Context: an optimization exercise on an open-source flow, tuned for a short achievable clock period and few clock cycles. The choices shown serve that exercise and are no tape-out recipe.
Only simulation tests tie the RTL to the original design; equivalence was not proved.
No activity file was given, so power comes from the tool's default toggle rates.

alpha:
==> flow/design.v <==
`timescale 1ns / 1ps
module FastAdd #(parameter W = 13, parameter L = 4) (
    input  wire [W-1:0] a,
    input  wire [W-1:0] b,
    output wire [W-1:0] s,
    output wire         co
);
    wire [W-1:0] g [0:L];
    wire [W-1:0] p [0:L];
    assign g[0] = a & b;
    assign p[0] = a ^ b;
    genvar i, j;
    generate
        for (i = 0; i < L; i = i + 1) begin : lvl
            for (j = 0; j < W; j = j + 1) begin : bit_
                if (j >= (1 << i)) begin : m
                    assign g[i+1][j] = g[i][j] | (p[i][j] & g[i][j - (1 << i)]);
                    assign p[i+1][j] = p[i][j] & p[i][j - (1 << i)];
                end else begin : c
                    assign g[i+1][j] = g[i][j];
                    assign p[i+1][j] = p[i][j];
                end
            end
        end
    endgenerate
    assign s  = p[0] ^ {g[L][W-2:0], 1'b0};
    assign co = g[L][W-1];
endmodule
module NextPc (
    input  wire        late,
    input  wire [31:0] late_pc,
    input  wire        use_f,
    input  wire [31:0] f_tgt,
    input  wire [31:0] early_pc,
    output wire [31:0] pc_next
);
    wire [31:0] inner = use_f ? f_tgt : early_pc;
    assign pc_next = late ? late_pc : inner;
endmodule
module Hold #(parameter W = 31) (
    input  wire         hold,
    input  wire [W-1:0] q,
    input  wire [W-1:0] d,
    output wire [W-1:0] o
);
    assign o = hold ? q : d;
endmodule
`timescale 1ns / 1ps
module TopLevelProcessor (
    input  wire        clk,
    input  wire        rst,
    output wire [31:0] imem_addr,
    input  wire [31:0] imem_rdata,
    output wire        dmem_we,
    output wire        dmem_re,
    output wire [31:0] dmem_addr,
    output wire [31:0] dmem_wdata,
    input  wire [31:0] dmem_rdata
);
    localparam NB = 4;    
    localparam NW = 2;    
    integer k;
    reg rst_q;
    always @(posedge clk) rst_q <= rst;
    reg  [31:0] pc_f;
    reg  [31:0]   ir;
    reg  [31:0]   pc_x;
    reg           v_x;
    reg           x_op, x_imm, x_ld, x_st, x_br, x_sub, x_wr;
    reg  [31:0]   x_immls;           
    reg  [31:1]   x_s1, x_s2;        
    reg           x_fw1, x_fw2;      
    reg           x_ldh;             
    reg           x_bh;              
    reg  [NW-1:0] x_bi;              
    reg         m_we, m_re, m_wen, m_ld;
    reg  [4:0]  m_rd;
    reg  [31:0] m_addr, m_wdata, m_res;
    reg            bv   [0:NB-1];
    reg  [9:0]     btag [0:NB-1];
    reg  [9:0]     btgt [0:NB-1];
    reg  [NW-1:0]  bptr;
    reg            u_v, u_set;
    reg  [NW-1:0]  u_idx;
    reg  [9:0]     u_tag, u_tgt;
    reg            p_hit;
    reg  [NW-1:0]  p_idx;
    reg  [9:0]     p_low;
    always @(*) begin
        p_hit = 1'b0;
        p_idx = {NW{1'b0}};
        p_low = 10'd0;
        for (k = 0; k < NB; k = k + 1) begin
            if (bv[k] && btag[k] == pc_f[11:2]) begin
                p_hit = 1'b1;
                p_idx = k[NW-1:0];
                p_low = p_low | btgt[k];
            end
        end
    end
    wire [31:0] p_tgt = {pc_f[31:12], p_low, pc_f[1:0]};
    wire [31:0] fi    = imem_rdata;
    wire [6:0]  f_opc = fi[6:0];
    wire [4:0]  f_rs1 = fi[19:15];
    wire [4:0]  f_rs2 = fi[24:20];
    wire f_op  = (f_opc == 7'b0110011);
    wire f_imm = (f_opc == 7'b0010011);
    wire f_ld  = (f_opc == 7'b0000011);
    wire f_st  = (f_opc == 7'b0100011);
    wire f_br  = (f_opc == 7'b1100011);
    wire f_use1 = f_op | f_imm | f_ld | f_st | f_br;
    wire f_use2 = f_op | f_st | f_br;
    wire f_wr  = (f_op | f_imm | f_ld) && (fi[11:7] != 5'd0);
    wire [31:0] f_immls = f_st ? {{20{fi[31]}}, fi[31:25], fi[11:7]}
                               : {{20{fi[31]}}, fi[31:20]};
    wire f_sub = fi[30] && (fi[14:12] == 3'b000);
    reg  [31:1] f_s1, f_s2;
    always @(*) begin
        for (k = 1; k < 32; k = k + 1) begin
            f_s1[k] = (f_rs1 == k);
            f_s2[k] = (f_rs2 == k);
        end
    end
    wire f_jmp = f_br && (f_rs1 == f_rs2);
    wire [31:0] f_immb = {{19{fi[31]}}, fi[31], fi[7], fi[30:25], fi[11:8], 1'b0};
    wire [12:0] f_lo;
    wire        f_co;
    FastAdd #(.W(13), .L(4)) u_flo (.a(pc_f[12:0]), .b(f_immb[12:0]), .s(f_lo), .co(f_co));
    wire [2:0] f3 = ir[14:12];
    wire [4:0] rd = ir[11:7];
    wire [31:0] imm_b = {{19{ir[31]}}, ir[31], ir[7], ir[30:25], ir[11:8], 1'b0};
    wire [31:0] wb_data = m_ld ? dmem_rdata : m_res;
    reg  [31:0] rf [1:31];
    always @(posedge clk) begin
        for (k = 1; k < 32; k = k + 1) begin
            if (rst_q)
                rf[k] <= 32'b0;
            else if (m_wen && m_rd == k)
                rf[k] <= wb_data;
        end
    end
    reg  [31:0] a, b;
    always @(*) begin
        a = {32{x_fw1}} & m_res;
        b = {32{x_fw2}} & m_res;
        for (k = 1; k < 32; k = k + 1) begin
            a = a | ({32{x_s1[k]}} & rf[k]);
            b = b | ({32{x_s2[k]}} & rf[k]);
        end
    end
    wire stall = v_x && x_ldh;
    wire go    = v_x && !x_ldh;
    wire fw1_n = go && x_wr && !x_ld && (rd == f_rs1);
    wire fw2_n = go && x_wr && !x_ld && (rd == f_rs2);
    wire [31:1] s1_n, s2_n;
    Hold #(.W(31)) u_h1 (.hold(stall), .q(x_s1), .d(f_s1 & {31{!fw1_n}}), .o(s1_n));
    Hold #(.W(31)) u_h2 (.hold(stall), .q(x_s2), .d(f_s2 & {31{!fw2_n}}), .o(s2_n));
    wire [31:0] sum_rr = a + (x_sub ? ~b : b) + {31'b0, x_sub};
    wire [31:0] sum_ri = a + x_immls;
    reg  [31:0] op_res;
    always @(*) begin
        case (f3)
            3'b001:  op_res = a << b[4:0];
            3'b100:  op_res = a ^ b;
            3'b101:  op_res = a >> b[4:0];
            3'b110:  op_res = a | b;
            3'b111:  op_res = a & b;
            default: op_res = sum_rr;
        endcase
    end
    wire [31:0] res = x_op ? op_res : sum_ri;
    wire        eq     = (a == b);
    wire        taken  = x_br && eq;
    wire [31:0] target = pc_x + imm_b;
    wire [31:0] pc_x4  = pc_x + 32'd4;
    wire        bad_t  = go && (pc_f != target);    
    wire        bad_n  = go && (pc_f != pc_x4);     
    wire        redir  = taken ? bad_t : bad_n;
    wire [31:0] base   = p_hit ? p_tgt : pc_f + 32'd4;
    wire        late   = rst || redir;
    wire [31:0] late_pc = rst ? 32'b0 : (taken ? target : pc_x4);
    wire        use_f  = f_jmp && !stall;
    wire [31:0] early_pc = stall ? pc_f : base;
    wire [31:0] pc_next;
    NextPc u_npc (
        .late (late), .late_pc (late_pc),
        .use_f (use_f), .f_tgt ({pc_f[31:13], f_lo}),
        .early_pc (early_pc),
        .pc_next (pc_next)
    );
    always @(posedge clk) pc_f <= pc_next;
    always @(posedge clk) begin
        if (rst) begin
            v_x  <= 1'b0;
            m_we <= 1'b0;
            m_re <= 1'b0;
            u_v  <= 1'b0;
            bptr <= {NW{1'b0}};
            for (k = 0; k < NB; k = k + 1) bv[k] <= 1'b0;
        end else begin
            if (!stall)
                v_x  <= !redir;
            m_we <= go && x_st;
            m_re <= go && x_ld;
            u_v  <= redir && (taken || x_bh);
            if (redir && taken && !x_bh)
                bptr <= bptr + 1'b1;
            if (u_v)
                bv[u_idx] <= u_set;
        end
    end
    always @(posedge clk) begin
        u_set <= taken;
        u_idx <= x_bh ? x_bi : bptr;
        u_tag <= pc_x[11:2];
        u_tgt <= target[11:2];
        if (u_v && u_set) begin
            btag[u_idx] <= u_tag;
            btgt[u_idx] <= u_tgt;
        end
        if (!stall) begin
            ir      <= fi;
            pc_x    <= pc_f;
            x_op    <= f_op;
            x_imm   <= f_imm;
            x_ld    <= f_ld;
            x_st    <= f_st;
            x_br    <= f_br;
            x_sub   <= f_sub;
            x_wr    <= f_wr;
            x_immls <= f_immls;
            x_bh    <= p_hit;
            x_bi    <= p_idx;
        end
        x_s1 <= s1_n;
        x_s2 <= s2_n;
        x_fw1 <= fw1_n;
        x_fw2 <= fw2_n;
        x_ldh <= go && x_wr &&  x_ld && ((rd == f_rs1 && f_use1) || (rd == f_rs2 && f_use2));
        m_wen   <= go && x_wr;
        m_ld    <= go && x_ld;
        m_rd    <= rd;
        m_addr  <= sum_ri;
        m_wdata <= b;
        m_res   <= res;
    end
    assign imem_addr  = pc_f;
    assign dmem_we    = m_we;
    assign dmem_re    = m_re;
    assign dmem_addr  = m_addr;
    assign dmem_wdata = m_wdata;
endmodule
Settings: LEC_CHECK=0, CAP_MARGIN=20, CORE_MARGIN=2, CORE_UTILIZATION=40, CTS_CLUSTER_DIAMETER=100, CTS_CLUSTER_SIZE=20, PLACE_DENSITY=0.6, SLEW_MARGIN=20, SYNTH_HIERARCHICAL=1, SYNTH_MINIMUM_KEEP_SIZE=0; clock period 27.0 ns.
standard.sh (not shown) runs the stock make flow with config.mk's settings and CLKGATE_MAP_FILE= SYNTH_SCRIPT=/design/flow/synth_recipe.tcl, a recipe that flattens the netlist after the stock synthesis.
==> flow/flow/run.sh <==
#!/bin/bash
# The standard layout (standard.sh: standard synthesis, floorplan, place,
# CTS, route, finish) with two changes to how it is made: the timing repair
# steps are asked to leave extra setup slack so that they keep optimising the
# design's real paths, and the port buffers are a plain buffer cell that the
# repair steps can size. The SDC, clock period and every other setting are
# the standard flow's own. The make output goes to standard_flow.log; each ORFS step logs
# to orfs/logs/.
set -euo pipefail
export SETUP_SLACK_MARGIN=${SETUP_MARGIN_NS:-20.4}
export BUFFER_PORTS_ARGS="-buffer_cell sky130_fd_sc_hd__buf_4"
bash standard.sh > standard_flow.log 2>&1
Testbench counts of alpha, summed over its fixed seeds: cycles 14,746.
What beta does differently from alpha at the input level:
# alpha
export LEC_CHECK = 0
export CAP_MARGIN = 20
export CORE_MARGIN = 2
export CORE_UTILIZATION = 40
export CTS_CLUSTER_DIAMETER = 100
export CTS_CLUSTER_SIZE = 20
export PLACE_DENSITY = 0.6
export SLEW_MARGIN = 20
export SYNTH_HIERARCHICAL = 1
export SYNTH_MINIMUM_KEEP_SIZE = 0
create_clock -name core_clock -period 27.0 [get_ports {clk}]
# beta
export LEC_CHECK = 0
export CAP_MARGIN = 20
export CORE_MARGIN = 2
export CORE_UTILIZATION = 35
export CTS_CLUSTER_DIAMETER = 100
export CTS_CLUSTER_SIZE = 20
export PLACE_DENSITY = 0.55
export SLEW_MARGIN = 20
export SYNTH_HIERARCHICAL = 1
export SYNTH_MINIMUM_KEEP_SIZE = 0
create_clock -name core_clock -period 27.0 [get_ports {clk}]
==> comparison <==
- beta vs alpha: switching power summed over all nets up by a few percent
- Area of the die: beta > alpha
- alpha has higher routed via count divided by cell count than beta.
- Delta (beta minus alpha): layout clock buffer count picked up an extra 11; fraction of layout cells with a size suffix above 1 neither gained nor lost much; maximum clock rate neither gained nor lost much.

-- port drivers added, routing unchanged --
The flow's constraints put no driver on any port. The routed layouts listed below were extracted and timed again, unchanged, in two steps. Step 1 sets driving cells, clkbuf_16 on the clock port and buf_2 on the other inputs (assumed; they add their load-dependent delay and slew). Step 2 times the ports against the registers' clock, not the clock port: input delays grow and output delays shrink by t, the midpoint of the rising clock arrivals with the driver on. a / b / c = ideal / step 1 / step 2; a / b = the first two.
run | shift t [ns] | setup slack, ns | worst setup path at the end | latest minus earliest clock arrival (ns) | cell pins on the clock port's net
alpha | 0.841 | 20.262 / 20.167 / 19.653 | input to register | 0.089 / 0.089 | 1
beta | 0.867 | 20.260 / 20.170 / 19.661 | input to register | 0.077 / 0.077 | 1
After both steps every run listed still meets setup and hold. The setup slack of alpha, which loses most, moves by -0.095 ns with the drivers and by -0.609 ns with both steps.
